What follows belongs to an exercise in optimizing a design on an open flow for small area; a production flow would make more cautious choices. Only simulation tests tie the RTL to the original design; equivalence was not proved.

## flow/flow/run.sh

```bash
#!/bin/bash
set -e
export BUFFER_PORTS_ARGS="-buffer_cell sky130_fd_sc_hd__buf_1"
export CTS_ARGS="-sink_clustering_enable -repair_clock_nets -dont_use_dummy_load -buf_list sky130_fd_sc_hd__clkbuf_4 -sink_clustering_size 12 -sink_clustering_max_diameter 60"
bash standard.sh > standard.log 2>&1
```

## flow/constraint.sdc

```tcl
create_clock -name core_clock -period 12.0 [get_ports {clk}]
set_input_delay 2.4000 -clock core_clock [delete_from_list [all_inputs] [get_ports {clk}]]
set_output_delay 2.4000 -clock core_clock [all_outputs]
set_load 0.01 [all_outputs]
```

## flow/config.mk

```make
export PLATFORM = sky130hd
export DESIGN_NAME = edgeDetection2
export DESIGN_NICKNAME = edgeDetection2
export VERILOG_FILES = /design/flow/design.v
export SDC_FILE = /design/flow/constraint.sdc
export NUM_CORES = 4
export LEC_CHECK = 0
export CAP_MARGIN = 20
export CORE_MARGIN = 2
export CORE_UTILIZATION = 40
export CTS_BUF_LIST = sky130_fd_sc_hd__clkbuf_8
export CTS_CLUSTER_DIAMETER = 80
export CTS_CLUSTER_SIZE = 30
export SLEW_MARGIN = 20
export SYNTH_HIERARCHICAL = 1
```

## flow/standard.sh

```bash
#!/bin/bash
# synth_recipe.tcl (not shown) runs the flow's synth.tcl, then flattens the netlist and writes it again
# the make line also repeats each setting of config.mk as NAME=value (left out here)
make -C /OpenROAD-flow-scripts/flow DESIGN_CONFIG=/design/flow/config.mk WORK_HOME=/design/flow/orfs CLKGATE_MAP_FILE= SYNTH_SCRIPT=/design/flow/synth_recipe.tcl "${@:-finish}"
```

## flow/design.v

```verilog
module fa_u(input a, input b, input c, output s, output co);
assign {co, s} = a + b + c;
endmodule
module ha_u(input a, input b, output s, output co);
assign {co, s} = a + b;
endmodule
module maj_u(input a, input b, input c, output co);
assign co = (a & b) | (a & c) | (b & c);
endmodule
module addr_calc(input [1:0] row, input [8:0] off, input [9:7] col, output [11:0] hi);
wire ad1, ad2; fa_u uad1 (.a(off[0]), .b(row[0]), .c(col[7]), .s(ad1), .co(ad2));
wire ad3, ad4; fa_u uad3 (.a(off[1]), .b(row[1]), .c(col[8]), .s(ad3), .co(ad4));
wire ad5, ad6; ha_u uad5 (.a(ad2), .b(ad3), .s(ad5), .co(ad6));
wire ad7, ad8; fa_u uad7 (.a(off[2]), .b(off[0]), .c(row[0]), .s(ad7), .co(ad8));
wire ad9, ad10; fa_u uad9 (.a(col[9]), .b(ad4), .c(ad7), .s(ad9), .co(ad10));
wire ad11, ad12; ha_u uad11 (.a(ad6), .b(ad9), .s(ad11), .co(ad12));
wire ad13, ad14; fa_u uad13 (.a(off[3]), .b(off[1]), .c(row[1]), .s(ad13), .co(ad14));
wire ad15, ad16; fa_u uad15 (.a(ad8), .b(ad13), .c(ad10), .s(ad15), .co(ad16));
wire ad17, ad18; ha_u uad17 (.a(ad12), .b(ad15), .s(ad17), .co(ad18));
wire ad19, ad20; fa_u uad19 (.a(off[4]), .b(off[2]), .c(ad14), .s(ad19), .co(ad20));
wire ad21, ad22; fa_u uad21 (.a(ad19), .b(ad16), .c(ad18), .s(ad21), .co(ad22));
wire ad23, ad24; fa_u uad23 (.a(off[5]), .b(off[3]), .c(ad20), .s(ad23), .co(ad24));
wire ad25, ad26; ha_u uad25 (.a(ad23), .b(ad22), .s(ad25), .co(ad26));
wire ad27, ad28; fa_u uad27 (.a(off[6]), .b(off[4]), .c(ad24), .s(ad27), .co(ad28));
wire ad29, ad30; ha_u uad29 (.a(ad27), .b(ad26), .s(ad29), .co(ad30));
wire ad31, ad32; fa_u uad31 (.a(off[7]), .b(off[5]), .c(ad28), .s(ad31), .co(ad32));
wire ad33, ad34; ha_u uad33 (.a(ad31), .b(ad30), .s(ad33), .co(ad34));
wire ad35, ad36; fa_u uad35 (.a(off[8]), .b(off[6]), .c(ad32), .s(ad35), .co(ad36));
wire ad37, ad38; ha_u uad37 (.a(ad35), .b(ad34), .s(ad37), .co(ad38));
wire ad39, ad40; fa_u uad39 (.a(off[7]), .b(ad36), .c(ad38), .s(ad39), .co(ad40));
wire ad41, ad42; ha_u uad41 (.a(off[8]), .b(ad40), .s(ad41), .co(ad42));
assign hi = {ad42, ad41, ad39, ad37, ad33, ad29, ad25, ad21, ad17, ad11, ad5, ad1};
endmodule
module grey_conv(input [23:0] inputData, output [7:0] g);
wire [7:0] R = inputData[23:16], G = inputData[15:8], B = inputData[7:0];
wire gc1, gc2; ha_u ugc1 (.a(R[0]), .b(B[0]), .s(gc1), .co(gc2));
wire gc3, gc4; fa_u ugc3 (.a(R[1]), .b(R[0]), .c(B[1]), .s(gc3), .co(gc4));
wire gc5, gc6; fa_u ugc5 (.a(G[0]), .b(gc2), .c(gc3), .s(gc5), .co(gc6));
wire gc7, gc8; fa_u ugc7 (.a(R[2]), .b(R[1]), .c(B[2]), .s(gc7), .co(gc8));
wire gc9, gc10; fa_u ugc9 (.a(G[1]), .b(gc4), .c(gc7), .s(gc9), .co(gc10));
wire gc11, gc12; ha_u ugc11 (.a(gc6), .b(gc9), .s(gc11), .co(gc12));
wire gc13, gc14; fa_u ugc13 (.a(R[3]), .b(R[2]), .c(B[3]), .s(gc13), .co(gc14));
wire gc15, gc16; fa_u ugc15 (.a(G[2]), .b(G[0]), .c(gc8), .s(gc15), .co(gc16));
wire gc17, gc18; fa_u ugc17 (.a(gc13), .b(gc10), .c(gc15), .s(gc17), .co(gc18));
wire gc19, gc20; ha_u ugc19 (.a(gc12), .b(gc17), .s(gc19), .co(gc20));
wire gc21, gc22; fa_u ugc21 (.a(R[4]), .b(R[3]), .c(B[4]), .s(gc21), .co(gc22));
wire gc23, gc24; fa_u ugc23 (.a(G[3]), .b(G[1]), .c(gc14), .s(gc23), .co(gc24));
wire gc25, gc26; fa_u ugc25 (.a(gc21), .b(gc16), .c(gc23), .s(gc25), .co(gc26));
wire gc27, gc28; fa_u ugc27 (.a(gc18), .b(gc25), .c(gc20), .s(gc27), .co(gc28));
wire gc29, gc30; fa_u ugc29 (.a(R[5]), .b(R[4]), .c(B[5]), .s(gc29), .co(gc30));
wire gc31, gc32; fa_u ugc31 (.a(G[4]), .b(G[2]), .c(gc22), .s(gc31), .co(gc32));
wire gc33, gc34; fa_u ugc33 (.a(gc29), .b(gc24), .c(gc31), .s(gc33), .co(gc34));
wire gc35, gc36; fa_u ugc35 (.a(gc26), .b(gc33), .c(gc28), .s(gc35), .co(gc36));
wire gc37, gc38; fa_u ugc37 (.a(R[6]), .b(R[5]), .c(B[6]), .s(gc37), .co(gc38));
wire gc39, gc40; fa_u ugc39 (.a(G[5]), .b(G[3]), .c(gc30), .s(gc39), .co(gc40));
wire gc41, gc42; fa_u ugc41 (.a(gc37), .b(gc32), .c(gc39), .s(gc41), .co(gc42));
wire gc43, gc44; fa_u ugc43 (.a(gc34), .b(gc41), .c(gc36), .s(gc43), .co(gc44));
wire gc45, gc46; fa_u ugc45 (.a(R[7]), .b(R[6]), .c(B[7]), .s(gc45), .co(gc46));
wire gc47, gc48; fa_u ugc47 (.a(G[6]), .b(G[4]), .c(gc38), .s(gc47), .co(gc48));
wire gc49, gc50; fa_u ugc49 (.a(gc45), .b(gc40), .c(gc47), .s(gc49), .co(gc50));
wire gc51, gc52; fa_u ugc51 (.a(gc42), .b(gc49), .c(gc44), .s(gc51), .co(gc52));
wire gc53, gc54; fa_u ugc53 (.a(R[7]), .b(G[7]), .c(G[5]), .s(gc53), .co(gc54));
wire gc55, gc56; fa_u ugc55 (.a(gc46), .b(gc53), .c(gc48), .s(gc55), .co(gc56));
wire gc57, gc58; fa_u ugc57 (.a(gc50), .b(gc55), .c(gc52), .s(gc57), .co(gc58));
wire gc59, gc60; fa_u ugc59 (.a(G[6]), .b(gc54), .c(gc56), .s(gc59), .co(gc60));
wire gc61, gc62; ha_u ugc61 (.a(gc59), .b(gc58), .s(gc61), .co(gc62));
wire gc63, gc64; fa_u ugc63 (.a(G[7]), .b(gc60), .c(gc62), .s(gc63), .co(gc64));
wire gc66 = G[0] & gc5;
wire gc68; maj_u ugc68 (.a(G[1]), .b(gc66), .c(gc11), .co(gc68));
wire gc69, gc70; fa_u ugc69 (.a(G[2]), .b(gc1), .c(gc19), .s(gc69), .co(gc70));
wire gc72 = gc68 & gc69;
wire gc73, gc74; fa_u ugc73 (.a(G[3]), .b(gc5), .c(gc70), .s(gc73), .co(gc74));
wire gc76; maj_u ugc76 (.a(gc27), .b(gc72), .c(gc73), .co(gc76));
wire gc77, gc78; fa_u ugc77 (.a(G[4]), .b(gc11), .c(gc74), .s(gc77), .co(gc78));
wire gc80; maj_u ugc80 (.a(gc35), .b(gc76), .c(gc77), .co(gc80));
wire gc81, gc82; fa_u ugc81 (.a(G[5]), .b(gc19), .c(gc78), .s(gc81), .co(gc82));
wire gc84; maj_u ugc84 (.a(gc43), .b(gc80), .c(gc81), .co(gc84));
wire gc85, gc86; fa_u ugc85 (.a(G[6]), .b(gc27), .c(gc82), .s(gc85), .co(gc86));
wire gc87, gc88; fa_u ugc87 (.a(gc51), .b(gc84), .c(gc85), .s(gc87), .co(gc88));
wire gc89, gc90; fa_u ugc89 (.a(G[7]), .b(gc35), .c(gc86), .s(gc89), .co(gc90));
wire gc91, gc92; fa_u ugc91 (.a(gc57), .b(gc88), .c(gc89), .s(gc91), .co(gc92));
wire gc93, gc94; fa_u ugc93 (.a(gc43), .b(gc61), .c(gc90), .s(gc93), .co(gc94));
wire gc95, gc96; ha_u ugc95 (.a(gc92), .b(gc93), .s(gc95), .co(gc96));
wire gc97, gc98; fa_u ugc97 (.a(gc51), .b(gc63), .c(gc94), .s(gc97), .co(gc98));
wire gc99, gc100; ha_u ugc99 (.a(gc96), .b(gc97), .s(gc99), .co(gc100));
wire gc101, gc102; fa_u ugc101 (.a(gc57), .b(gc64), .c(gc98), .s(gc101), .co(gc102));
wire gc103, gc104; ha_u ugc103 (.a(gc100), .b(gc101), .s(gc103), .co(gc104));
wire gc105, gc106; fa_u ugc105 (.a(gc61), .b(gc102), .c(gc104), .s(gc105), .co(gc106));
wire gc107, gc108; ha_u ugc107 (.a(gc63), .b(gc106), .s(gc107), .co(gc108));
wire gc109 = gc64 ^ gc108;
assign g = {gc109, gc107, gc105, gc103, gc99, gc95, gc91, gc87};
endmodule
module sobel_mag(input [7:0] m1,m2,m3,n4,m6,n7,n8,n9, output [7:0] outputData);
wire sc1 = ~(m3[0] ^ n7[0]);
wire sc2 = m3[0] | n7[0];
wire sc3, sc4; fa_u usc3 (.a(m3[1]), .b(n7[1]), .c(sc2), .s(sc3), .co(sc4));
wire sc5, sc6; fa_u usc5 (.a(m3[2]), .b(n7[2]), .c(sc4), .s(sc5), .co(sc6));
wire sc7, sc8; fa_u usc7 (.a(m3[3]), .b(n7[3]), .c(sc6), .s(sc7), .co(sc8));
wire sc9, sc10; fa_u usc9 (.a(m3[4]), .b(n7[4]), .c(sc8), .s(sc9), .co(sc10));
wire sc11, sc12; fa_u usc11 (.a(m3[5]), .b(n7[5]), .c(sc10), .s(sc11), .co(sc12));
wire sc13, sc14; fa_u usc13 (.a(m3[6]), .b(n7[6]), .c(sc12), .s(sc13), .co(sc14));
wire sc15, sc16; fa_u usc15 (.a(m3[7]), .b(n7[7]), .c(sc14), .s(sc15), .co(sc16));
wire sc17 = ~(m1[0] ^ n9[0]);
wire sc18 = m1[0] | n9[0];
wire sc19, sc20; fa_u usc19 (.a(m1[1]), .b(n9[1]), .c(sc18), .s(sc19), .co(sc20));
wire sc21, sc22; fa_u usc21 (.a(m1[2]), .b(n9[2]), .c(sc20), .s(sc21), .co(sc22));
wire sc23, sc24; fa_u usc23 (.a(m1[3]), .b(n9[3]), .c(sc22), .s(sc23), .co(sc24));
wire sc25, sc26; fa_u usc25 (.a(m1[4]), .b(n9[4]), .c(sc24), .s(sc25), .co(sc26));
wire sc27, sc28; fa_u usc27 (.a(m1[5]), .b(n9[5]), .c(sc26), .s(sc27), .co(sc28));
wire sc29, sc30; fa_u usc29 (.a(m1[6]), .b(n9[6]), .c(sc28), .s(sc29), .co(sc30));
wire sc31, sc32; fa_u usc31 (.a(m1[7]), .b(n9[7]), .c(sc30), .s(sc31), .co(sc32));
wire sc33 = ~(m6[0] ^ n4[0]);
wire sc34 = m6[0] | n4[0];
wire sc35, sc36; fa_u usc35 (.a(m6[1]), .b(n4[1]), .c(sc34), .s(sc35), .co(sc36));
wire sc37, sc38; fa_u usc37 (.a(m6[2]), .b(n4[2]), .c(sc36), .s(sc37), .co(sc38));
wire sc39, sc40; fa_u usc39 (.a(m6[3]), .b(n4[3]), .c(sc38), .s(sc39), .co(sc40));
wire sc41, sc42; fa_u usc41 (.a(m6[4]), .b(n4[4]), .c(sc40), .s(sc41), .co(sc42));
wire sc43, sc44; fa_u usc43 (.a(m6[5]), .b(n4[5]), .c(sc42), .s(sc43), .co(sc44));
wire sc45, sc46; fa_u usc45 (.a(m6[6]), .b(n4[6]), .c(sc44), .s(sc45), .co(sc46));
wire sc47, sc48; fa_u usc47 (.a(m6[7]), .b(n4[7]), .c(sc46), .s(sc47), .co(sc48));
wire sc49 = ~(m2[0] ^ n8[0]);
wire sc50 = m2[0] | n8[0];
wire sc51, sc52; fa_u usc51 (.a(m2[1]), .b(n8[1]), .c(sc50), .s(sc51), .co(sc52));
wire sc53, sc54; fa_u usc53 (.a(m2[2]), .b(n8[2]), .c(sc52), .s(sc53), .co(sc54));
wire sc55, sc56; fa_u usc55 (.a(m2[3]), .b(n8[3]), .c(sc54), .s(sc55), .co(sc56));
wire sc57, sc58; fa_u usc57 (.a(m2[4]), .b(n8[4]), .c(sc56), .s(sc57), .co(sc58));
wire sc59, sc60; fa_u usc59 (.a(m2[5]), .b(n8[5]), .c(sc58), .s(sc59), .co(sc60));
wire sc61, sc62; fa_u usc61 (.a(m2[6]), .b(n8[6]), .c(sc60), .s(sc61), .co(sc62));
wire sc63, sc64; fa_u usc63 (.a(m2[7]), .b(n8[7]), .c(sc62), .s(sc63), .co(sc64));
wire sc65 = ~(sc1 ^ ~sc17);
wire sc66 = sc1 | ~sc17;
wire sc67, sc68; fa_u usc67 (.a(sc33), .b(sc3), .c(~sc19), .s(sc67), .co(sc68));
wire sc69, sc70; ha_u usc69 (.a(sc66), .b(sc67), .s(sc69), .co(sc70));
wire sc71, sc72; fa_u usc71 (.a(sc35), .b(sc5), .c(~sc21), .s(sc71), .co(sc72));
wire sc73, sc74; fa_u usc73 (.a(sc68), .b(sc70), .c(sc71), .s(sc73), .co(sc74));
wire sc75, sc76; fa_u usc75 (.a(sc37), .b(sc7), .c(~sc23), .s(sc75), .co(sc76));
wire sc77, sc78; fa_u usc77 (.a(sc72), .b(sc74), .c(sc75), .s(sc77), .co(sc78));
wire sc79, sc80; fa_u usc79 (.a(sc39), .b(sc9), .c(~sc25), .s(sc79), .co(sc80));
wire sc81, sc82; fa_u usc81 (.a(sc76), .b(sc78), .c(sc79), .s(sc81), .co(sc82));
wire sc83, sc84; fa_u usc83 (.a(sc41), .b(sc11), .c(~sc27), .s(sc83), .co(sc84));
wire sc85, sc86; fa_u usc85 (.a(sc80), .b(sc82), .c(sc83), .s(sc85), .co(sc86));
wire sc87, sc88; fa_u usc87 (.a(sc43), .b(sc13), .c(~sc29), .s(sc87), .co(sc88));
wire sc89, sc90; fa_u usc89 (.a(sc84), .b(sc86), .c(sc87), .s(sc89), .co(sc90));
wire sc91, sc92; fa_u usc91 (.a(sc45), .b(sc15), .c(~sc31), .s(sc91), .co(sc92));
wire sc93, sc94; fa_u usc93 (.a(sc88), .b(sc90), .c(sc91), .s(sc93), .co(sc94));
wire sc95, sc96; fa_u usc95 (.a(sc47), .b(sc16), .c(~sc32), .s(sc95), .co(sc96));
wire sc97, sc98; fa_u usc97 (.a(sc92), .b(sc95), .c(sc94), .s(sc97), .co(sc98));
wire sc99, sc100; fa_u usc99 (.a(sc48), .b(sc96), .c(sc98), .s(sc99), .co(sc100));
wire sc101, sc102; ha_u usc101 (.a(sc1), .b(sc17), .s(sc101), .co(sc102));
wire sc103, sc104; fa_u usc103 (.a(sc49), .b(sc102), .c(sc3), .s(sc103), .co(sc104));
wire sc105, sc106; ha_u usc105 (.a(sc19), .b(sc103), .s(sc105), .co(sc106));
wire sc107, sc108; fa_u usc107 (.a(sc51), .b(sc5), .c(sc21), .s(sc107), .co(sc108));
wire sc109, sc110; fa_u usc109 (.a(sc104), .b(sc106), .c(sc107), .s(sc109), .co(sc110));
wire sc111, sc112; fa_u usc111 (.a(sc53), .b(sc7), .c(sc23), .s(sc111), .co(sc112));
wire sc113, sc114; fa_u usc113 (.a(sc108), .b(sc110), .c(sc111), .s(sc113), .co(sc114));
wire sc115, sc116; fa_u usc115 (.a(sc55), .b(sc9), .c(sc25), .s(sc115), .co(sc116));
wire sc117, sc118; fa_u usc117 (.a(sc112), .b(sc114), .c(sc115), .s(sc117), .co(sc118));
wire sc119, sc120; fa_u usc119 (.a(sc57), .b(sc11), .c(sc27), .s(sc119), .co(sc120));
wire sc121, sc122; fa_u usc121 (.a(sc116), .b(sc118), .c(sc119), .s(sc121), .co(sc122));
wire sc123, sc124; fa_u usc123 (.a(sc59), .b(sc13), .c(sc29), .s(sc123), .co(sc124));
wire sc125, sc126; fa_u usc125 (.a(sc120), .b(sc122), .c(sc123), .s(sc125), .co(sc126));
wire sc127, sc128; fa_u usc127 (.a(sc61), .b(sc15), .c(sc31), .s(sc127), .co(sc128));
wire sc129, sc130; fa_u usc129 (.a(sc124), .b(sc126), .c(sc127), .s(sc129), .co(sc130));
wire sc131, sc132; fa_u usc131 (.a(sc63), .b(sc16), .c(sc32), .s(sc131), .co(sc132));
wire sc133, sc134; fa_u usc133 (.a(sc128), .b(sc131), .c(sc130), .s(sc133), .co(sc134));
wire sc135, sc136; fa_u usc135 (.a(sc64), .b(sc132), .c(sc134), .s(sc135), .co(sc136));
wire sc137, sc138; fa_u usc137 (.a(ax0), .b(ay0), .c(~sc100), .s(sc137), .co(sc138));
wire sc139, sc140; ha_u usc139 (.a(~sc136), .b(sc137), .s(sc139), .co(sc140));
wire sc141, sc142; fa_u usc141 (.a(ax1), .b(ay1), .c(sc138), .s(sc141), .co(sc142));
wire sc143, sc144; ha_u usc143 (.a(sc140), .b(sc141), .s(sc143), .co(sc144));
wire sc145, sc146; fa_u usc145 (.a(ax2), .b(ay2), .c(sc142), .s(sc145), .co(sc146));
wire sc147, sc148; ha_u usc147 (.a(sc144), .b(sc145), .s(sc147), .co(sc148));
wire sc149, sc150; fa_u usc149 (.a(ax3), .b(ay3), .c(sc146), .s(sc149), .co(sc150));
wire sc151, sc152; ha_u usc151 (.a(sc148), .b(sc149), .s(sc151), .co(sc152));
wire sc153, sc154; fa_u usc153 (.a(ax4), .b(ay4), .c(sc150), .s(sc153), .co(sc154));
wire sc155, sc156; ha_u usc155 (.a(sc152), .b(sc153), .s(sc155), .co(sc156));
wire sc157, sc158; fa_u usc157 (.a(ax5), .b(ay5), .c(sc154), .s(sc157), .co(sc158));
wire sc159, sc160; ha_u usc159 (.a(sc156), .b(sc157), .s(sc159), .co(sc160));
wire sc161, sc162; fa_u usc161 (.a(ax6), .b(ay6), .c(sc158), .s(sc161), .co(sc162));
wire sc163, sc164; ha_u usc163 (.a(sc160), .b(sc161), .s(sc163), .co(sc164));
wire sc165, sc166; fa_u usc165 (.a(ax7), .b(ay7), .c(sc162), .s(sc165), .co(sc166));
wire sc167, sc168; ha_u usc167 (.a(sc164), .b(sc165), .s(sc167), .co(sc168));
wire sc169, sc170; fa_u usc169 (.a(ax8), .b(ay8), .c(sc166), .s(sc169), .co(sc170));
wire sc171, sc172; ha_u usc171 (.a(sc168), .b(sc169), .s(sc171), .co(sc172));
wire sc173, sc174; fa_u usc173 (.a(ax9), .b(ay9), .c(sc170), .s(sc173), .co(sc174));
wire sc175, sc176; ha_u usc175 (.a(sc172), .b(sc173), .s(sc175), .co(sc176));
wire sc177 = sc174 ^ sc176;
wire ax0 = sc65 ^ ~sc100;
wire ay0 = sc101 ^ ~sc136;
wire ax1 = sc69 ^ ~sc100;
wire ay1 = sc105 ^ ~sc136;
wire ax2 = sc73 ^ ~sc100;
wire ay2 = sc109 ^ ~sc136;
wire ax3 = sc77 ^ ~sc100;
wire ay3 = sc113 ^ ~sc136;
wire ax4 = sc81 ^ ~sc100;
wire ay4 = sc117 ^ ~sc136;
wire ax5 = sc85 ^ ~sc100;
wire ay5 = sc121 ^ ~sc136;
wire ax6 = sc89 ^ ~sc100;
wire ay6 = sc125 ^ ~sc136;
wire ax7 = sc93 ^ ~sc100;
wire ay7 = sc129 ^ ~sc136;
wire ax8 = sc97 ^ ~sc100;
wire ay8 = sc133 ^ ~sc136;
wire ax9 = sc99 ^ ~sc100;
wire ay9 = sc135 ^ ~sc136;
wire sat = sc177 | sc175 | sc171;
assign outputData = {sc167, sc163, sc159, sc155, sc151, sc147, sc143, sc139} | {8{sat}};
endmodule
module edgeDetection2(
    input  logic        clk,
    input  logic        n_rst,
    input  logic        startSignal,
    input  logic [23:0] inputData,
    input  logic        rwError,
    input  logic        readDone,
    input  logic        writeDone,
    output logic [31:0] readAddress,
    output logic [7:0]  outputData,
    output logic        readEnable,
    output logic        writeEnable,
    output logic        outputError
);
localparam [2:0] IDLE = 3'd0, GEN = 3'd1, WAITD = 3'd2, STORE = 3'd3,
                 ERR = 3'd4, WRITE = 3'd5;
reg [2:0] state;
wire exec  = (state == GEN);
wire store = (state == STORE);
wire grab  = (state == WAITD) & readDone & ~rwError;
reg  [3:0] cnt;      
reg        np3;      
wire       cntTop = np3 ? (cnt == 4'd3) : (cnt == 4'd9);
always_ff @(posedge clk, negedge n_rst)
    if (!n_rst) state <= IDLE;
    else case (state)
        IDLE:    if (startSignal) state <= GEN;
        GEN:     state <= WAITD;
        WAITD:   if (rwError) state <= ERR; else if (readDone) state <= STORE;
        STORE:   state <= cntTop ? WRITE : GEN;
        WRITE:   if (writeDone) state <= GEN;
        default: state <= state;
    endcase
assign readEnable  = (state == WAITD);
assign writeEnable = (state == WRITE);
assign outputError = (state == ERR);
reg [1:0] row;       
reg [9:0] col;       
reg [8:0] off;       
wire rowWrap = row[1] & row[0];
wire colWrap = col[9] & col[7];
wire offWrap = &{off[8:6], off[4:1]};
reg  colWrapD1, colWrapD2;
reg  np3Pre;
wire [9:0] colInc; wire [10:0] colC;
wire [8:0] offInc; wire [9:0] offC;
assign colC[0] = 1'b1;
assign offC[0] = 1'b1;
genvar gi;
generate
    for (gi = 0; gi < 10; gi = gi + 1) begin : colIncBit
        ha_u u (.a(col[gi]), .b(colC[gi]), .s(colInc[gi]), .co(colC[gi+1]));
    end
    for (gi = 0; gi < 9; gi = gi + 1) begin : offIncBit
        ha_u u (.a(off[gi]), .b(offC[gi]), .s(offInc[gi]), .co(offC[gi+1]));
    end
endgenerate
always_ff @(posedge clk, negedge n_rst)
    if (!n_rst) begin
        row <= '0; col <= '0; off <= '0;
        colWrapD1 <= 1'b0; colWrapD2 <= 1'b0;
        np3Pre <= 1'b0; np3 <= 1'b0;
    end else begin
        if (rowWrap) row <= '0; else if (exec) row <= {row[1] ^ row[0], ~row[0]};
        if (colWrap) col <= '0; else if (rowWrap) col <= colInc;
        if (offWrap) off <= '0; else if (colWrap) off <= offInc;
        colWrapD1 <= colWrap;
        colWrapD2 <= colWrapD1;
        np3Pre <= (|col[9:2]) | (col[1] & col[0]);
        np3 <= np3Pre;
    end
wire rowZ  = ~(row[1] | row[0]);
wire colZ  = ~(|col);
wire offZ  = ~(|off);
wire back  = rowZ & colZ;             
wire [6:0] colLoDec; wire [7:0] colBw;
assign colBw[0] = rowZ;
generate
    for (gi = 0; gi < 7; gi = gi + 1) begin : colDecBit
        assign colLoDec[gi] = col[gi] ^ colBw[gi];
        assign colBw[gi+1]  = ~col[gi] & colBw[gi];
    end
endgenerate
wire [2:0] colHi = back ? 3'd4 : (col[9:7] - {2'd0, colBw[7]});
wire [1:0] k = rowZ ? (back ? 2'd1 : 2'd2) : (row - 2'd1);
reg offWrapRd;
always_ff @(posedge clk)
    if (exec) offWrapRd <= offWrap;
wire [8:0] offR = off | ({9{(back & offZ) | offWrapRd}} & 9'd478);
wire [11:0] addrHi;
addr_calc addrCalc (.row(k), .off(offR), .col(colHi), .hi(addrHi));
assign readAddress = {8'd0, addrHi, colLoDec, 5'd0};
always_ff @(posedge clk, negedge n_rst)
    if (!n_rst) cnt <= '0;
    else if (colWrapD2) cnt <= '0;
    else if (grab) begin
        if (np3 ? (cnt >= 4'd3) : (cnt >= 4'd9)) cnt <= 4'd1;
        else cnt <= cnt + 4'd1;
    end
wire [7:0] grey;
grey_conv greyConv (.inputData(inputData), .g(grey));
reg [7:0] pixel;
always_ff @(posedge clk) pixel <= grey;
reg [7:0] m1, m2, m3, n4, m5, m6, n7, n8, n9;
wire [7:0] npixel = ~pixel;
always_ff @(posedge clk) begin
    if (!np3) begin
        case (cnt)
            4'd1: m1 <= pixel;
            4'd2: n4 <= npixel;
            4'd3: n7 <= npixel;
            4'd4: m2 <= pixel;
            4'd5: m5 <= pixel;
            4'd6: n8 <= npixel;
            4'd7: m3 <= pixel;
            4'd8: m6 <= pixel;
            default: n9 <= npixel;
        endcase
    end else if (store) begin
        if (cnt == 4'd1) begin
            m1 <= m2; m2 <= m3; m3 <= pixel;
            n4 <= ~m5; m5 <= m6;
            n7 <= n8; n8 <= n9;
        end
        if (cnt == 4'd2) m6 <= pixel;
        if (cnt == 4'd3) n9 <= npixel;
    end
end
wire [7:0] mag;
sobel_mag sobelMag (.m1(m1), .m2(m2), .m3(m3), .n4(n4), .m6(m6), .n7(n7),
                    .n8(n8), .n9(npixel), .outputData(mag));
reg [7:0] outR;
always_ff @(posedge clk) outR <= mag;
assign outputData = outR;
endmodule
```

==> reports/summary.txt, run 1 <==
Status = timing/DRC/antenna clean
GR Overflow Total = 0
Clock Sinks = 121
Instance count of the mapped netlist = 705
Number of flops mapped to enable cells by yosys = 73
CTS resizes = 0
Wire per inst = 14.6 um
Cell area after synthesis = 8770 um^2
Hold Vio Cnt, Final = 0
DR vias = 4900
Setup violators final = 0
Post-synth top area cell = fa_1
Fraction of registers with async set/reset = 26.4%
Commonest non-fill, non-tap cell in the layout = fa_1
Routability-driven placement congestion ratio = 0.804
Worst setup margin = 1.03 ns
Worst Setup Path Type = reg -> reg
Area growth, synth to finish = 5.13%
Final worst path period need = 10.97 ns
# IOs = 73
Max Slew Vio Count = 0
Crit share post-route = 91.4%
Overall die width = 152 um
H-tree levels = 4
Later-pin clock latency in the skew report = 0.51 ns
Largest stage delay, worst path = 0.62 ns
Clock slew at reported path FFs = 0.09 ns
Yosys warnings = 7
Row cnt = 54
Core Region = 21700 um^2
CP max-delay cell = fa_1
Post-route antenna net violation count = 0
Cts hold-fix bufs = 0
Post-Syn Area per Cell = 12.4 um^2
Clk_skew = 0.0433 ns
Via density = 4.78
DRC viols = 0
Layout filler cell count = 2021
DRT Pass-1 Iters = 5
Worst slew margin = 27.7%
Port Buffers = 59
Initial DRC count = 279
Max-Cap Viols = 0
Final Util = 42.5%
Vias in the first global route = 4978
WL final = 14900 um
Tot GR Track Use = 13.7%
Critical path's most frequent cell = fa_1
FMAX = 91.1 MHz
Die Y = 152 um
Sequential area share after synthesis = 37.8%
Library cells used by synthesis = 46
Die area = 23100 um^2
WP buf/inv = 4
RSZ-0062 raised after global routing = no
Layout cells sized above 1 = 4.97%
Worst-margin pin slew = 1.08 ns
Final #Nets = 968
Starting Density = 40.5%
Register bit total from synthesis = 121
Post-Place Worst Slack = 1.04 ns
Post-DP HPWL = 12000 um
CTS tree = built
Global-route wire length before repair = 25400 um
Arr. time, crit path = 11.32 ns
Top-area cell type share of the netlist area = 28.1%
Worst EP required = 12.35 ns
Pin count of the biggest net entering global routing = 84
Commonest cells after routing, fill and taps aside = fa_1, nand2_1, edfxtp_1, ha_1, inv_1
CTS root buffer = clkbuf_4
Setup TNS = 0 ns
Synth area leaders = fa_1, edfxtp_1, ha_1, dfrtp_1, nand2_1
CTS buffer count = 17
Antenna violations before repair = 1
Maximum root-to-sink buffer count = 2
Top delay family on crit path = adder cells
Post-CTS Setup Bufs = 0
Main synth FF type = edfxtp_1
Crit end category = flip-flop
CP startpoint kind = flip-flop
Crit Path Max Fanout = 11
Hold Crit Class = reg -> reg
-- layout make-up --
type | count | area (um^2) | share of cell area (%)
tap | 280 | 350 | 3.80
clock buffer | 17 | 128 | 1.38
inverter | 60 | 225 | 2.44
antenna | 1 | 2.50 | 0.0271
sequential | 121 | 3310 | 35.9
timing repair buffer | 62 | 245 | 2.66
multi-input combinational | 484 | 4960 | 53.8
-- cells in the mapped netlist, types with 10 or more instances --
cell / count
xnor2_1: 21
nor2_1: 28
a21boi_0: 10
nand2b_1: 12
buf_4: 33
fa_1: 123
clkbuf_1: 15
edfxtp_1: 73
nand2_1: 93
ha_1: 69
inv_1: 60
o21ai_0: 21
dfrtp_1: 32
mux2i_1: 10
dfxtp_1: 16
a21oi_1: 19
-- registers in the layout (all words and copies together) (netlist names), 2 cells and up --
name   count
cnt        4
col       10
m1         8
m2         8
m3         8
m5         8
m6         8
n4         8
n7         8
n8         8
n9         8
off        9
outR       8
pixel      8
row        2
state      3
-- worst register-to-register path: cells and delay by family, from the launching register on --
kind | cells | cell delay [ns]
adder cells (fa/ha/maj) | 23 | 9.44
AND/OR/NAND/NOR | 1 | 0.48
flip-flops | 1 | 0.41
XOR/XNOR | 1 | 0.27
buffers and inverters | 4 | 0.24
-- per-module statistics from Yosys (local to each module, per instance) --
module	cells inside	area [um^2]	times used
maj_u	1	11.3	4
addr_calc	12	90.1	1
edgeDetection2	444	5080	1
sobel_mag	63	418	1
fa_u	1	20.0	123
ha_u	1	12.5	48
grey_conv	11	81.3	1
-- per-stage QoR --
stage	hold slack [ns]	instance area, um^2	instances
6_report	0.359	9220	1025
5_1_grt	0.376	9220	1025
4_1_cts	0.363	9220	1024
3_5_place_dp	0.341	9090	1007
3_3_place_gp	0.335	9070	1005
2_1_floorplan	0.331	8820	718
-- per-layer routing --
| metal | GRT usage, % | part of all wire, % |
|---|---|---|
| met1 | 20.8 | 52 |
| met2 | 20.1 | 44 |
| met3 | 3.05 | 3.5 |
| met4 | 3.29 | 0.71 |
| met5 | 0 | 0 |
-- cell families after synthesis --
kind of cell	count (synthesis)	synth area share (%)
other	2	0.0856
AOI/OAI and AO/OA	61	4.19
adders and majority gates	196	38.4
muxes	10	1.14
DFF	121	37.8
xor gates and xnor gates	24	2.40
and+or+nand+nor	178	9.68
buffers and inverters	113	6.32
-- worst paths after layout --
kind / endpoint / cells past startpoint / from / slack, ns
hold / removal: np3$_DFF_PN0_ / 0 / np3Pre$_DFF_PN0_ / 0.36
min in group asynchronous: col[3]$_DFFE_PN0P_ / 1 / n_rst / 1.97
hold reg to reg: np3$_DFF_PN0_ / 0 / np3Pre$_DFF_PN0_ / 0.36
setup / recovery: outR[1]$_DFF_P_ / 29 / pixel[0]$_DFF_P_ / 1.03
setup reg to reg: outR[1]$_DFF_P_ / 29 / pixel[0]$_DFF_P_ / 1.03
max in group asynchronous: np3$_DFF_PN0_ / 1 / n_rst / 9.44
==> run 2: changes to the inputs <==
--- a/flow/design.v
+++ b/flow/design.v
@@ -8,4 +8,7 @@
 assign co = (a & b) | (a & c) | (b & c);
 endmodule
+module sel3_u(input a, input b, input c, input sa, input sb, input sc, output y);
+assign y = (sa & a) | (sb & b) | (sc & c);
+endmodule
 module addr_calc(input [1:0] row, input [8:0] off, input [9:7] col, output [11:0] hi);
 wire ad1, ad2; fa_u uad1 (.a(off[0]), .b(row[0]), .c(col[7]), .s(ad1), .co(ad2));
@@ -227,4 +230,5 @@
 reg [2:0] state;
 wire exec  = (state == GEN);
+wire sWait = (state == WAITD);
 wire store = (state == STORE);
 wire grab  = (state == WAITD) & readDone & ~rwError;
@@ -251,6 +255,6 @@
 wire colWrap = col[9] & col[7];
 wire offWrap = &{off[8:6], off[4:1]};
-reg  colWrapD1, colWrapD2;
 reg  np3Pre;
+wire colWrapD2 = np3 & ~np3Pre;
 wire [9:0] colInc; wire [10:0] colC;
 wire [8:0] offInc; wire [9:0] offC;
@@ -269,12 +273,10 @@
     if (!n_rst) begin
         row <= '0; col <= '0; off <= '0;
-        colWrapD1 <= 1'b0; colWrapD2 <= 1'b0;
         np3Pre <= 1'b0; np3 <= 1'b0;
     end else begin
         if (rowWrap) row <= '0; else if (exec) row <= {row[1] ^ row[0], ~row[0]};
         if (colWrap) col <= '0; else if (rowWrap) col <= colInc;
-        if (offWrap) off <= '0; else if (colWrap) off <= offInc;
-        colWrapD1 <= colWrap;
-        colWrapD2 <= colWrapD1;
+        if (offWrap) begin if (!(exec | sWait)) off <= '0; end
+        else if (colWrap) off <= offInc;
         np3Pre <= (|col[9:2]) | (col[1] & col[0]);
         np3 <= np3Pre;
@@ -294,8 +296,5 @@
 wire [2:0] colHi = back ? 3'd4 : (col[9:7] - {2'd0, colBw[7]});
 wire [1:0] k = rowZ ? (back ? 2'd1 : 2'd2) : (row - 2'd1);
-reg offWrapRd;
-always_ff @(posedge clk)
-    if (exec) offWrapRd <= offWrap;
-wire [8:0] offR = off | ({9{(back & offZ) | offWrapRd}} & 9'd478);
+wire [8:0] offR = off | ({9{back & offZ}} & 9'd478);
 wire [11:0] addrHi;
 addr_calc addrCalc (.row(k), .off(offR), .col(colHi), .hi(addrHi));
@@ -314,26 +313,30 @@
 reg [7:0] m1, m2, m3, n4, m5, m6, n7, n8, n9;
 wire [7:0] npixel = ~pixel;
-always_ff @(posedge clk) begin
-    if (!np3) begin
-        case (cnt)
-            4'd1: m1 <= pixel;
-            4'd2: n4 <= npixel;
-            4'd3: n7 <= npixel;
-            4'd4: m2 <= pixel;
-            4'd5: m5 <= pixel;
-            4'd6: n8 <= npixel;
-            4'd7: m3 <= pixel;
-            4'd8: m6 <= pixel;
-            default: n9 <= npixel;
-        endcase
-    end else if (store) begin
-        if (cnt == 4'd1) begin
-            m1 <= m2; m2 <= m3; m3 <= pixel;
-            n4 <= ~m5; m5 <= m6;
-            n7 <= n8; n8 <= n9;
-        end
-        if (cnt == 4'd2) m6 <= pixel;
-        if (cnt == 4'd3) n9 <= npixel;
+wire shift3 = np3 & store & (cnt == 4'd1);
+wire [9:0] ld;       
+assign ld[0] = 1'b0;
+generate
+    for (gi = 1; gi < 10; gi = gi + 1) begin : ldDec
+        assign ld[gi] = ~np3 & (gi == 9 ? (cnt == 4'd9 || cnt == 4'd0) : (cnt == gi));
+    end
+endgenerate
+wire [7:0] m1d, m2d, n4d, m5d, n7d, n8d;
+wire h1 = ~(ld[1] | shift3), h2 = ~(ld[4] | shift3), h4 = ~(ld[2] | shift3),
+     h5 = ~(ld[5] | shift3), h7 = ~(ld[3] | shift3), h8 = ~(ld[6] | shift3);
+generate
+    for (gi = 0; gi < 8; gi = gi + 1) begin : winSel
+        sel3_u s1 (.a(m1[gi]), .b(m2[gi]),  .c(pixel[gi]),  .sa(h1), .sb(shift3), .sc(ld[1]), .y(m1d[gi]));
+        sel3_u s2 (.a(m2[gi]), .b(m3[gi]),  .c(pixel[gi]),  .sa(h2), .sb(shift3), .sc(ld[4]), .y(m2d[gi]));
+        sel3_u s4 (.a(n4[gi]), .b(~m5[gi]), .c(npixel[gi]), .sa(h4), .sb(shift3), .sc(ld[2]), .y(n4d[gi]));
+        sel3_u s5 (.a(m5[gi]), .b(m6[gi]),  .c(pixel[gi]),  .sa(h5), .sb(shift3), .sc(ld[5]), .y(m5d[gi]));
+        sel3_u s7 (.a(n7[gi]), .b(n8[gi]),  .c(npixel[gi]), .sa(h7), .sb(shift3), .sc(ld[3]), .y(n7d[gi]));
+        sel3_u s8 (.a(n8[gi]), .b(n9[gi]),  .c(npixel[gi]), .sa(h8), .sb(shift3), .sc(ld[6]), .y(n8d[gi]));
     end
+endgenerate
+always_ff @(posedge clk) begin
+    m1 <= m1d; m2 <= m2d; n4 <= n4d; m5 <= m5d; n7 <= n7d; n8 <= n8d;
+    if (ld[7] | (np3 & store & (cnt == 4'd1))) m3 <= pixel;
+    if (ld[8] | (np3 & store & (cnt == 4'd2))) m6 <= pixel;
+    if (ld[9] | (np3 & store & (cnt == 4'd3))) n9 <= npixel;
 end
 wire [7:0] mag;
==> flow/flow/run.sh (replaced) <==
#!/bin/bash
set -e
export BUFFER_PORTS_ARGS="-buffer_cell sky130_fd_sc_hd__buf_1"
export CTS_ARGS="-sink_clustering_enable -repair_clock_nets -dont_use_dummy_load -buf_list {sky130_fd_sc_hd__clkbuf_4 sky130_fd_sc_hd__clkbuf_8}"
bash standard.sh > standard.log 2>&1
--- a/flow/config.mk
+++ b/flow/config.mk
@@ -9,7 +9,4 @@
 export CORE_MARGIN = 2
 export CORE_UTILIZATION = 40
-export CTS_BUF_LIST = sky130_fd_sc_hd__clkbuf_8
-export CTS_CLUSTER_DIAMETER = 80
-export CTS_CLUSTER_SIZE = 30
 export SLEW_MARGIN = 20
 export SYNTH_HIERARCHICAL = 1
==> run 2 against run 1 <==
Fmax rose by 0.11%; first-iteration DRC count rose by 47%; die area fell by 4.0%.
==> reports/summary.txt, run 2 <==
Status = timing/DRC/antenna clean
Area growth, synth to finish = 6.75%
Die Y = 149 um
CTS tree = built
Initial DRC count = 410
Final Util = 43.1%
CP startpoint kind = flip-flop
Final #Nets = 950
CTS resizes = 0
Instance count of the mapped netlist = 679
Row cnt = 53
Overall die width = 149 um
Die area = 22200 um^2
Commonest cells after routing, fill and taps aside = fa_1, inv_1, ha_1, dfxtp_1, buf_1
Starting Density = 40.4%
CTS buffer count = 17
Worst Setup Path Type = reg -> reg
Maximum root-to-sink buffer count = 2
Antenna violations before repair = 0
Setup violators final = 0
Fraction of registers with async set/reset = 25.4%
Hold Crit Class = reg -> reg
Cts hold-fix bufs = 0
Yosys warnings = 7
Later-pin clock latency in the skew report = 0.44 ns
Arr. time, crit path = 11.26 ns
GR Overflow Total = 0
Clock slew at reported path FFs = 0.07 ns
Largest reg by FF count = col
Library cells used by synthesis = 48
Routability-driven placement congestion ratio = 0.776
Max Slew Vio Count = 0
Design Area, Final = 8980 um^2
Layout filler cell count = 1955
Metal2 WL = 6890 um
Main synth FF type = dfxtp_1
Global-route wire length before repair = 25900 um
Synth area leaders = fa_1, dfxtp_1, ha_1, dfrtp_1, edfxtp_1
WHS = 0.432 ns
FMAX = 91.2 MHz
Wire per inst = 15.0 um
Sequential area share after synthesis = 32.7%
DR vias = 4974
Vias in the first global route = 5231
Clk_skew = 0.0209 ns
Critical path's most frequent cell = fa_1
Top layer in use = met4
Setup TNS = 0 ns
Biggest regs = col x10, off x9
Number of flops mapped to enable cells by yosys = 24
H-tree levels = 4
Final worst path period need = 10.96 ns
Most frequent cell after synthesis = fa_1
Crit share post-route = 91.3%
Via density = 4.97
DRT Pass-1 Iters = 6
Commonest non-fill, non-tap cell in the layout = fa_1
DP Area = 8750 um^2
Commonest cells post-synth = fa_1, inv_1, ha_1, dfxtp_1, a222oi_1
Post-CTS Setup Bufs = 0
Post-route antenna net violation count = 0
Top-area cell type share of the netlist area = 29.3%
Post-Syn Area per Cell = 12.4 um^2
Crit Path Max Fanout = 11
Core Region = 20800 um^2
Cell area after synthesis = 8410 um^2
DRC viols = 0
Met3 wire length = 575 um
Worst slew margin = 35.9%
CTS root buffer = clkbuf_8
Met1 Routed Length = 7350 um
Register bit total from synthesis = 118
Layout cells sized above 1 = 5.23%
WL final = 15000 um
Clock Sinks = 118
Port Buffers = 59
Max-Cap Viols = 0
N_diodes = 0
Tot GR Track Use = 14.9%
Worst EP required = 12.30 ns
# IOs = 73
Worst-margin pin slew = 0.956 ns
Hold Vio Cnt, Final = 0
CP max-delay cell = fa_1
Crit end category = flip-flop
Post-DP HPWL = 12100 um
RSZ-0062 raised after global routing = no
Max reg flops = 10
Post-synth top area cell = fa_1
Pin count of the biggest net entering global routing = 56
Largest stage delay, worst path = 0.63 ns
run 2: cell types whose count changed in the layout (fill, tap and decap cells not counted), sizes merged, moves of 13 or more:
cell    before  now
edfxtp      73   24
o21ai       21    5
nand2       93    6
a222oi       0   48
dfxtp       16   64
inv         60  112
a21oi       19    6
run 2: Yosys stat by module (local to each module, per instance), a selection:
module          cell area [um^2]  flip-flops and latches  cells  times used
edgeDetection2              4050                     118    322           1
ha_u                        12.5                       0      1          48
grey_conv                   81.3                       0     11           1
sobel_mag                    418                       0     63           1
fa_u                        20.0                       0      1         123
sel3_u                      13.8                       0      2          48
run 2: through the flow:
stage	instances	worst slack [ns]
after floorplan	692	1.61
after global placement	984	1.13
after detailed placement	984	0.987
after CTS	1001	0.986
after global routing	1001	0.609
final	1001	1.04
run 2: worst paths after layout:
path | start | end | slack (ns) | depth (start not counted)
max in group asynchronous | n_rst | off[0]$_DFFE_PN0P_ | 9.43 | 1
worst min register to register | n9[0]$_DFFE_PP_ | n8[0]$_DFF_P_ | 0.43 | 2
min in group asynchronous | n_rst | col[4]$_DFFE_PN0P_ | 2.03 | 1
worst max-delay path | pixel[0]$_DFF_P_ | outR[3]$_DFF_P_ | 1.04 | 28
worst min-delay path | n9[0]$_DFFE_PP_ | n8[0]$_DFF_P_ | 0.43 | 2
worst max register to register | pixel[0]$_DFF_P_ | outR[3]$_DFF_P_ | 1.04 | 28
run 2: worst max-delay path: cells and delay by family (launching register included):
family	cells	cell delay, ns
buf+inv	3	0.26
fa+ha+maj	23	9.43
flops	1	0.42
simple gates	1	0.49
xor+xnor	1	0.25
run 2: area by class of cell:
type / count / area, um^2 / area share [%]
Tap cell: 275 / 344 / 3.83
Multi-Input combinational cell: 417 / 4980 / 55.5
Inverter: 112 / 420 / 4.68
Timing Repair Buffer: 62 / 245 / 2.73
Clock buffer: 17 / 234 / 2.61
Sequential cell: 118 / 2750 / 30.7
run 2: logic make-up (layout without fill, tap and decap cells):
| kind of cell | after synthesis | after routing | synth area share [%] |
|---|---|---|---|
| flops | 118 | 118 | 32.7 |
| compound gates | 81 | 81 | 8.58 |
| fa+ha+maj | 196 | 196 | 40.1 |
| other cells | 2 | 15 | 0.0893 |
| simple gates | 89 | 89 | 5.93 |
| mux | 11 | 11 | 1.31 |
| xor+xnor | 25 | 25 | 2.60 |
| buf+inv | 157 | 191 | 8.69 |
run 2: layer usage:
metal  vias up  GRT usage (%)
li1       2378              -
met1      2489           20.8
met2        93           23.1
met3        14           3.24
met4         0           4.71
met5         -              0
==> run 3: changes to the inputs <==
==> flow/flow/run.sh (replaced) <==
#!/bin/bash
set -e
export BUFFER_PORTS_ARGS="-buffer_cell sky130_fd_sc_hd__buf_1"
export CTS_ARGS="-sink_clustering_enable -repair_clock_nets -dont_use_dummy_load -buf_list sky130_fd_sc_hd__clkbuf_4 -sink_clustering_size 12 -sink_clustering_max_diameter 60"
bash standard.sh > standard.log 2>&1
==> run 3 against run 2 <==
Synthesized cell count unchanged; register-to-register slack about the same; critical path depth unchanged; final cell count about the same; wire length decreased by 0.51%; design area decreased by 1.2%; clock skew increased by 0.019 ns; area after synthesis unchanged; core utilization decreased by 0.50 points; count of clock-buffer cells in the layout unchanged.
==> reports/summary.txt, run 3 <==
Fraction of registers with async set/reset = 25.4%
Wire per inst = 14.9 um
Instance count of the mapped netlist = 679
CTS tree = built
Largest stage delay, worst path = 0.63 ns
Hold Vio Cnt, Final = 0
Later-pin clock latency in the skew report = 0.53 ns
Final #Nets = 950
Status = timing/DRC/antenna clean
CTS buffer count = 17
Register bit total from synthesis = 118
Commonest cells after routing, fill and taps aside = fa_1, inv_1, ha_1, dfxtp_1, buf_1
CP startpoint kind = flip-flop
CTS resizes = 0
Library cells used by synthesis = 48
Clk_skew = 0.0402 ns
# IOs = 73
Hold Crit Class = reg -> reg
Routability-driven placement congestion ratio = 0.776
Most frequent cell after synthesis = fa_1
Final Util = 42.6%
Tot GR Track Use = 14.7%
Crit share post-route = 91.3%
Global-route wire length before repair = 25700 um
RSZ-0062 raised after global routing = no
Worst-margin pin slew = 0.987 ns
Yosys warnings = 7
Core Region = 20800 um^2
Area growth, synth to finish = 5.52%
Cell area after synthesis = 8410 um^2
Setup TNS = 0 ns
Critical path's most frequent cell = fa_1
Crit Path Max Fanout = 11
Main synth FF type = dfxtp_1
Max reg flops = 10
Post-Syn Area per Cell = 12.4 um^2
Overall die width = 149 um
Worst Setup Path Type = reg -> reg
Post-DP HPWL = 12100 um
Largest reg by FF count = col
Vias in the first global route = 5222
Pin count of the biggest net entering global routing = 56
DRC viols = 0
Top-area cell type share of the netlist area = 29.3%
Crit end category = flip-flop
WL final = 15000 um
Number of flops mapped to enable cells by yosys = 24
Worst EP required = 12.39 ns
Max Slew Vio Count = 0
CTS root buffer = clkbuf_4
Die area = 22200 um^2
Final worst path period need = 10.96 ns
DRT Pass-1 Iters = 6
Initial DRC count = 437
FMAX = 91.3 MHz
Cts hold-fix bufs = 0
Starting Density = 40.4%
Worst slew margin = 33.8%
Clock Sinks = 118
Biggest regs = col x10, off x9
Post-synth top area cell = fa_1
Port Buffers = 59
Synth area leaders = fa_1, dfxtp_1, ha_1, dfrtp_1, edfxtp_1
GR Overflow Total = 0
H-tree levels = 4
Arr. time, crit path = 11.35 ns
Commonest non-fill, non-tap cell in the layout = fa_1
DR vias = 4996
Via density = 4.99
Row cnt = 53
Sequential area share after synthesis = 32.7%
Commonest cells post-synth = fa_1, inv_1, ha_1, dfxtp_1, a222oi_1
Post-CTS Setup Bufs = 0
WHS = 0.425 ns
Setup violators final = 0
Maximum root-to-sink buffer count = 2
Max-Cap Viols = 0
Die Y = 149 um
Clock slew at reported path FFs = 0.10 ns
Post-route antenna net violation count = 0
Antenna violations before repair = 1
CP max-delay cell = fa_1
Layout cells sized above 1 = 5.23%
-- run 3: modules after synthesis (local to each module, per instance), a selection --
module	times used	cell area [um^2]	flip-flops and latches
edgeDetection2	1	4050	118
maj_u	4	11.3	0
fa_u	123	20.0	0
ha_u	48	12.5	0
sel3_u	48	13.8	0
addr_calc	1	90.1	0
grey_conv	1	81.3	0
-- run 3: worst paths after layout --
path                                  start                  to  slack, ns  cells after the start
hold / removal              n9[0]$_DFFE_PP_       n8[0]$_DFF_P_       0.42                      2
max in group asynchronous             n_rst  off[0]$_DFFE_PN0P_       9.51                      1
hold reg to reg             n9[0]$_DFFE_PP_       n8[0]$_DFF_P_       0.42                      2
setup / recovery           pixel[0]$_DFF_P_     outR[3]$_DFF_P_       1.04                     28
min in group asynchronous             n_rst  col[4]$_DFFE_PN0P_       1.94                      1
setup reg to reg           pixel[0]$_DFF_P_     outR[3]$_DFF_P_       1.04                     28
-- run 3: through the flow --
stage | instances | worst slack (ns) | area, um^2
2_1_floorplan | 692 | 1.61 | 8460
3_3_place_gp | 984 | 1.13 | 8750
3_5_place_dp | 984 | 0.987 | 8750
4_1_cts | 1001 | 0.982 | 8870
5_1_grt | 1002 | 0.607 | 8880
6_report | 1002 | 1.04 | 8880
-- run 3: metal layers --
layer  GRT usage [%]  vias up  part of all wire, %  wire, um
li1                -     2378                    -         -
met1            20.8     2494                   49      7350
met2            22.8      111                   45      6800
met3            2.87       13                  4.1       609
met4            4.43        0                  1.3       194
met5               0        -                    0         0
-- run 3: kinds of logic (layout without fill, tap and decap cells) --
| family | count (synthesis) | after routing | synth area share (%) |
|---|---|---|---|
| fa+ha+maj | 196 | 196 | 40.1 |
| other cells | 2 | 16 | 0.0893 |
| simple gates | 89 | 89 | 5.93 |
| xor+xnor | 25 | 25 | 2.60 |
| flops | 118 | 118 | 32.7 |
| buf+inv | 157 | 191 | 8.69 |
| mux | 11 | 11 | 1.31 |
| compound gates | 81 | 81 | 8.58 |
-- run 3: final cells by class --
cell class | count | area (um^2)
multi-input combinational | 417 | 4980
sequential | 118 | 2750
fill | 1967 | 11900
tap | 275 | 344
timing repair buffer | 62 | 245
antenna | 1 | 2.50
clock buffer | 17 | 128
inverter | 112 | 420
-- run 3: worst max-delay path, delay by kind of cell, from the launching register on --
family                     cells  cell delay [ns]
adders and majority gates     23             9.42
and+or+nand+nor                1             0.49
DFF                            1             0.43
buffers and inverters          3             0.25
xor gates and xnor gates       1             0.25
==> run 4: changes to the inputs <==
--- a/flow/design.v
+++ b/flow/design.v
@@ -11,4 +11,7 @@
 assign y = (sa & a) | (sb & b) | (sc & c);
 endmodule
+module sel3n_u(input a, input b, input c, input sa, input sb, input sc, output y);
+assign y = ~((sa & a) | (sb & b) | (sc & c));
+endmodule
 module addr_calc(input [1:0] row, input [8:0] off, input [9:7] col, output [11:0] hi);
 wire ad1, ad2; fa_u uad1 (.a(off[0]), .b(row[0]), .c(col[7]), .s(ad1), .co(ad2));
@@ -328,5 +331,5 @@
         sel3_u s1 (.a(m1[gi]), .b(m2[gi]),  .c(pixel[gi]),  .sa(h1), .sb(shift3), .sc(ld[1]), .y(m1d[gi]));
         sel3_u s2 (.a(m2[gi]), .b(m3[gi]),  .c(pixel[gi]),  .sa(h2), .sb(shift3), .sc(ld[4]), .y(m2d[gi]));
-        sel3_u s4 (.a(n4[gi]), .b(~m5[gi]), .c(npixel[gi]), .sa(h4), .sb(shift3), .sc(ld[2]), .y(n4d[gi]));
+        sel3n_u s4 (.a(~n4[gi]), .b(m5[gi]), .c(pixel[gi]), .sa(h4), .sb(shift3), .sc(ld[2]), .y(n4d[gi]));
         sel3_u s5 (.a(m5[gi]), .b(m6[gi]),  .c(pixel[gi]),  .sa(h5), .sb(shift3), .sc(ld[5]), .y(m5d[gi]));
         sel3_u s7 (.a(n7[gi]), .b(n8[gi]),  .c(npixel[gi]), .sa(h7), .sb(shift3), .sc(ld[3]), .y(n7d[gi]));
==> flow/flow/run.sh (replaced) <==
#!/bin/bash
set -e
export BUFFER_PORTS_ARGS="-buffer_cell sky130_fd_sc_hd__buf_1"
export CTS_ARGS="-sink_clustering_enable -repair_clock_nets -dont_use_dummy_load -buf_list sky130_fd_sc_hd__clkbuf_8 -sink_clustering_size 30 -sink_clustering_max_diameter 150"
bash standard.sh > standard.log 2>&1
==> run 4 against run 3 <==
Core utilization is 1.1 points higher; wire length is 3.5% higher; highest routed layer unchanged; global-route usage is 0.55 points higher; clock skew is 0.022 ns lower; design area is 0.73% higher; final cell count is 1.4% lower; largest cell class unchanged.
==> reports/summary.txt, run 4 <==
Vias in the first global route = 5486
DR vias = 5098
Post-DP HPWL = 12600 um
RSZ-0062 raised after global routing = no
Pin count of the biggest net entering global routing = 56
FMAX = 89.9 MHz
Main synth FF type = dfxtp_1
Status = timing/DRC/antenna clean
Final worst path period need = 11.12 ns
Hold Vio Cnt, Final = 0
Post-CTS Setup Bufs = 0
Fraction of registers with async set/reset = 25.4%
Final #Nets = 942
DRC viols = 0
Hold Crit Class = reg -> reg
Worst Setup Path Type = reg -> reg
Post-Syn Area per Cell = 12.5 um^2
Port Buffers = 59
Most frequent cell after synthesis = fa_1
Number of flops mapped to enable cells by yosys = 24
Cell area after synthesis = 8380 um^2
Worst setup margin = 0.882 ns
Crit share post-route = 92.6%
Crit end category = flip-flop
Layout cells sized above 1 = 5.01%
Antenna violations before repair = 0
Cts hold-fix bufs = 0
Maximum root-to-sink buffer count = 2
DRT Pass-1 Iters = 8
Max-Cap Viols = 0
Arr. time, crit path = 11.42 ns
Later-pin clock latency in the skew report = 0.43 ns
WHS = 0.413 ns
Via density = 5.16
H-tree levels = 4
Max Slew Vio Count = 0
GR Overflow Total = 0
Worst-margin pin slew = 0.924 ns
Clock slew at reported path FFs = 0.07 ns
CP startpoint kind = flip-flop
Wire per inst = 15.7 um
Crit Path Max Fanout = 11
Worst slew margin = 38.0%
Commonest non-fill, non-tap cell in the layout = fa_1
Max reg flops = 10
Top delay family on crit path = adder cells
WL final = 15500 um
Yosys warnings = 7
Commonest cells post-synth = fa_1, inv_1, ha_1, dfxtp_1, a222oi_1
CTS root buffer = clkbuf_8
Largest reg by FF count = col
Top-area cell type share of the netlist area = 29.4%
WP buf/inv = 4
Sequential area share after synthesis = 32.8%
Starting Density = 41.0%
Row cnt = 52
Critical path's most frequent cell = fa_1
Register bit total from synthesis = 118
Multi-input logic area = 4980 um^2
Register area = 2750 um^2
Commonest cells after routing, fill and taps aside = fa_1, inv_1, ha_1, dfxtp_1, buf_1
Library cells used by synthesis = 48
Area growth, synth to finish = 6.67%
Tot GR Track Use = 15.2%
CTS buffer count = 17
Post-route antenna net violation count = 0
Post-Place Worst Slack = 0.861 ns
Clk_skew = 0.0180 ns
CP max-delay cell = fa_1
Instance count of the mapped netlist = 671
Routability-driven placement congestion ratio = 0.865
CTS tree = built
Core Region = 20400 um^2
Die area = 22100 um^2
Largest stage delay, worst path = 0.63 ns
Layout filler cell count = 1939
Setup violators final = 0
Worst EP required = 12.30 ns
Setup TNS = 0 ns
Die Y = 149 um
CTS resizes = 0
Post-synth top area cell = fa_1
Global-route wire length before repair = 26400 um
Biggest regs = col x10, off x9
Initial DRC count = 467
Overall die width = 149 um
# IOs = 73
Synth area leaders = fa_1, dfxtp_1, ha_1, dfrtp_1, edfxtp_1
Clock Sinks = 118
N_diodes = 0
==> run 4: cell families after synthesis <==
family          after synthesis  share of synthesized area, %
flops                       118                          32.8
fa+ha+maj                   196                          40.2
compound gates               81                          8.61
simple gates                 89                          5.96
buf+inv                     149                          8.36
other cells                   2                        0.0896
xor+xnor                     25                          2.61
mux                          11                          1.31
==> run 4: routing by layer <==
metal	global-route usage (%)	part of all wire (%)	up-vias
met2	25.0	49	140
li1	-	-	2354
met5	0	0	-
met4	6.62	1.8	0
met3	3.18	4.3	19
met1	19.5	45	2585
==> run 4: per-stage QoR <==
step / std cells / instance area, um^2 / util, %
2_1_floorplan: 684 / 8430 / -
3_3_place_gp: 971 / 8710 / 42.6
3_5_place_dp: 971 / 8710 / 42.6
4_1_cts: 988 / 8940 / 43.8
5_1_grt: 988 / 8940 / 43.8
6_report: 988 / 8940 / 43.8
==> run 4: final cells by class <==
cell class              count  share of cell area (%)
multi-input cells         417                    55.7
clock buffers              17                    2.62
flip-flops and latches    118                    30.8
inverters                 104                    4.37
well taps                 270                    3.78
repair buffers             62                    2.73
==> run 4: Yosys stat by module, one instance, submodules excluded, excerpt <==
module | cells | cell area (um^2)
addr_calc | 12 | 90.1
grey_conv | 11 | 81.3
ha_u | 1 | 12.5
maj_u | 1 | 11.3
sel3_u | 2 | 13.8
sel3n_u | 1 | 10.0
sobel_mag | 63 | 418
==> run 4: worst paths after layout <==
kind                                  start                 end  slack (ns)  depth (start not counted)
max                        pixel[0]$_DFF_P_     outR[6]$_DFF_P_        0.88                         29
min                        np3Pre$_DFF_PN0_       np3$_DFF_PN0_        0.41                          0
max reg2reg                pixel[0]$_DFF_P_     outR[6]$_DFF_P_        0.88                         29
min reg2reg                np3Pre$_DFF_PN0_       np3$_DFF_PN0_        0.41                          0
max in group asynchronous             n_rst  cnt[2]$_DFFE_PN0P_        9.72                          2
min in group asynchronous             n_rst  col[5]$_DFFE_PN0P_        1.98                          2
==> run 5: changes to the inputs <==
==> flow/flow/run.sh (replaced) <==
#!/bin/bash
set -e
export BUFFER_PORTS_ARGS="-buffer_cell sky130_fd_sc_hd__buf_1"
export CTS_ARGS="-sink_clustering_enable -repair_clock_nets -dont_use_dummy_load -buf_list sky130_fd_sc_hd__clkbuf_4 -sink_clustering_size 20 -sink_clustering_max_diameter 120"
bash standard.sh > standard.log 2>&1
==> run 5 against run 4 <==
Wire length fell by 0.41%; global-route usage fell by 0.17 points; final cell count rose by 0.10%; register-to-register slack barely moved; largest cell class unchanged; highest routed layer unchanged.
==> reports/summary.txt, run 5 <==
Status = timing/DRC/antenna clean
WHS = 0.419 ns
Yosys warnings = 7
Port Buffers = 59
Worst slew margin = 38.0%
Maximum root-to-sink buffer count = 2
Most frequent cell after synthesis = fa_1
Register bit total from synthesis = 118
H-tree levels = 4
Via density = 5.14
Critical Path Source = pixel[0]$_DFF_P_
DR vias = 5079
Vias in the first global route = 5466
Core Region = 20400 um^2
Top-area cell type share of the netlist area = 29.4%
Hold path depth = 0
FF-to-FF path depth = 29
Register area = 2750 um^2
Largest stage delay, worst path = 0.63 ns
Tot GR Track Use = 15.0%
Main synth FF type = dfxtp_1
WL final = 15400 um
CP max-delay cell = fa_1
Routability-driven placement congestion ratio = 0.865
Clock Sinks = 118
CTS root buffer = clkbuf_4
Starting Density = 41.0%
Worst r2r dst = outR[6]$_DFF_P_
Critical path's most frequent cell = fa_1
Max Slew Vio Count = 0
Largest reg by FF count = col
Crit end category = flip-flop
Final Util = 43.3%
# IOs = 73
Clk_skew = 0.0368 ns
Worst EP required = 12.40 ns
Commonest cells post-synth = fa_1, inv_1, ha_1, dfxtp_1, a222oi_1
Setup violators final = 0
Fraction of registers with async set/reset = 25.4%
Synth area leaders = fa_1, dfxtp_1, ha_1, dfrtp_1, edfxtp_1
Commonest non-fill, non-tap cell in the layout = fa_1
Crit Path Max Fanout = 11
CTS resizes = 0
Cell area after synthesis = 8380 um^2
Hold Crit Class = reg -> reg
Die area = 22100 um^2
Post-CTS Setup Bufs = 0
Worst Setup Path Type = reg -> reg
Post-synth top area cell = fa_1
Number of flops mapped to enable cells by yosys = 24
Layout filler cell count = 1952
Post-route antenna net violation count = 0
Crit path capture = outR[6]$_DFF_P_
Overall die width = 149 um
Design Area, Final = 8840 um^2
Library cells used by synthesis = 48
Max reg flops = 10
Crit share post-route = 92.7%
Row cnt = 52
R2R Path Start = pixel[0]$_DFF_P_
FMAX = 89.9 MHz
Post-Syn Area per Cell = 12.5 um^2
R2R Setup Slk = 0.88 ns
Commonest cells after routing, fill and taps aside = fa_1, inv_1, ha_1, dfxtp_1, buf_1
DRC viols = 0
Hold Vio Cnt, Final = 0
Later-pin clock latency in the skew report = 0.52 ns
Instance count of the mapped netlist = 671
-- run 5: cell families (layout without fill, tap and decap cells) --
family          after synthesis  in the layout  synth area share [%]
flops                       118            118                  32.8
mux                          11             11                  1.31
buf+inv                     149            183                  8.36
xor+xnor                     25             25                  2.61
simple gates                 89             89                  5.96
fa+ha+maj                   196            196                  40.2
other cells                   2             16                0.0896
compound gates               81             81                  8.61
-- run 5: how the worst min path moves through the flow --
stage               slack [ns]        startpoint            end
CTS                       0.43     m5[2]$_DFF_P_  n4[2]$_DFF_P_
finish                    0.42  np3Pre$_DFF_PN0_  np3$_DFF_PN0_
detailed placement        0.41  np3Pre$_DFF_PN0_  np3$_DFF_PN0_
global placement          0.41  np3Pre$_DFF_PN0_  np3$_DFF_PN0_
floorplan                 0.39  np3Pre$_DFF_PN0_  np3$_DFF_PN0_
global route              0.45     m5[2]$_DFF_P_  n4[2]$_DFF_P_
-- run 5: per-module statistics from Yosys (local to each module, per instance) --
module | times used | flops+latches | cells inside
ha_u | 48 | 0 | 1
sobel_mag | 1 | 0 | 63
fa_u | 123 | 0 | 1
sel3_u | 40 | 0 | 2
maj_u | 4 | 0 | 1
addr_calc | 1 | 0 | 12
grey_conv | 1 | 0 | 11
sel3n_u | 8 | 0 | 1
edgeDetection2 | 1 | 118 | 322
-- run 5: cell type report --
| type | instances | area share, % |
|---|---|---|
| Tap cell | 270 | 3.82 |
| Sequential cell | 118 | 31.1 |
| Inverter | 104 | 4.42 |
| Multi-Input combinational cell | 417 | 56.4 |
| Clock buffer | 17 | 1.44 |
| Timing Repair Buffer | 62 | 2.76 |
| Antenna cell | 1 | 0.0283 |
-- run 5: metrics by stage --
step                      instances  worst slack, ns
final                           989            0.880
after floorplan                 684             1.60
after global routing            989            0.412
after CTS                       988            0.854
after detailed placement        971            0.861
after global placement          971             1.05
-- run 5: metal layers --
metal / GRT usage [%] / vias to the layer above / part of all wire (%)
met5: 0 / - / 0
met4: 5.43 / 0 / 1.6
met3: 3.46 / 19 / 4.2
met2: 24.9 / 129 / 49
met1: 19.5 / 2574 / 45
li1: - / 2357 / -
-- run 5: critical path: cells and delay by family, from the launching register on --
family	cells	cell delay, ns
DFF	1	0.46
xor gates and xnor gates	1	0.27
buffers and inverters	4	0.32
adders and majority gates	23	9.47
and+or+nand+nor	1	0.50

-- port drivers added, routing unchanged --
The flow's constraints put no driver on any port. The routed layouts listed below were extracted and timed again, unchanged, in two steps. Step 1, drivers: a clkbuf_16 drives clk and a buf_2 each remaining input, both assumed. Step 2 moves the port delays by t, midway between the first and last clock arrival at a register: inputs arrive t later, outputs are due t later. That takes back most of the time a late clock gives input paths. Slacks: ideal ports / drivers / drivers and shift; pairs: ideal ports / drivers.
| run | t (ns) | slack for setup (ns) | pins driven straight from the clock port |
|---|---|---|---|
| run 1 | 0.535 | 1.027 / 1.027 / 1.027 | 1 |
| run 2 | 0.470 | 1.039 / 1.039 / 1.039 | 1 |
| run 3 | 0.546 | 1.041 / 1.041 / 1.041 | 1 |
| run 4 | 0.460 | 0.882 / 0.882 / 0.882 | 1 |
| run 5 | 0.539 | 0.880 / 0.880 / 0.880 | 1 |
After both steps setup and hold are still met in every run listed.
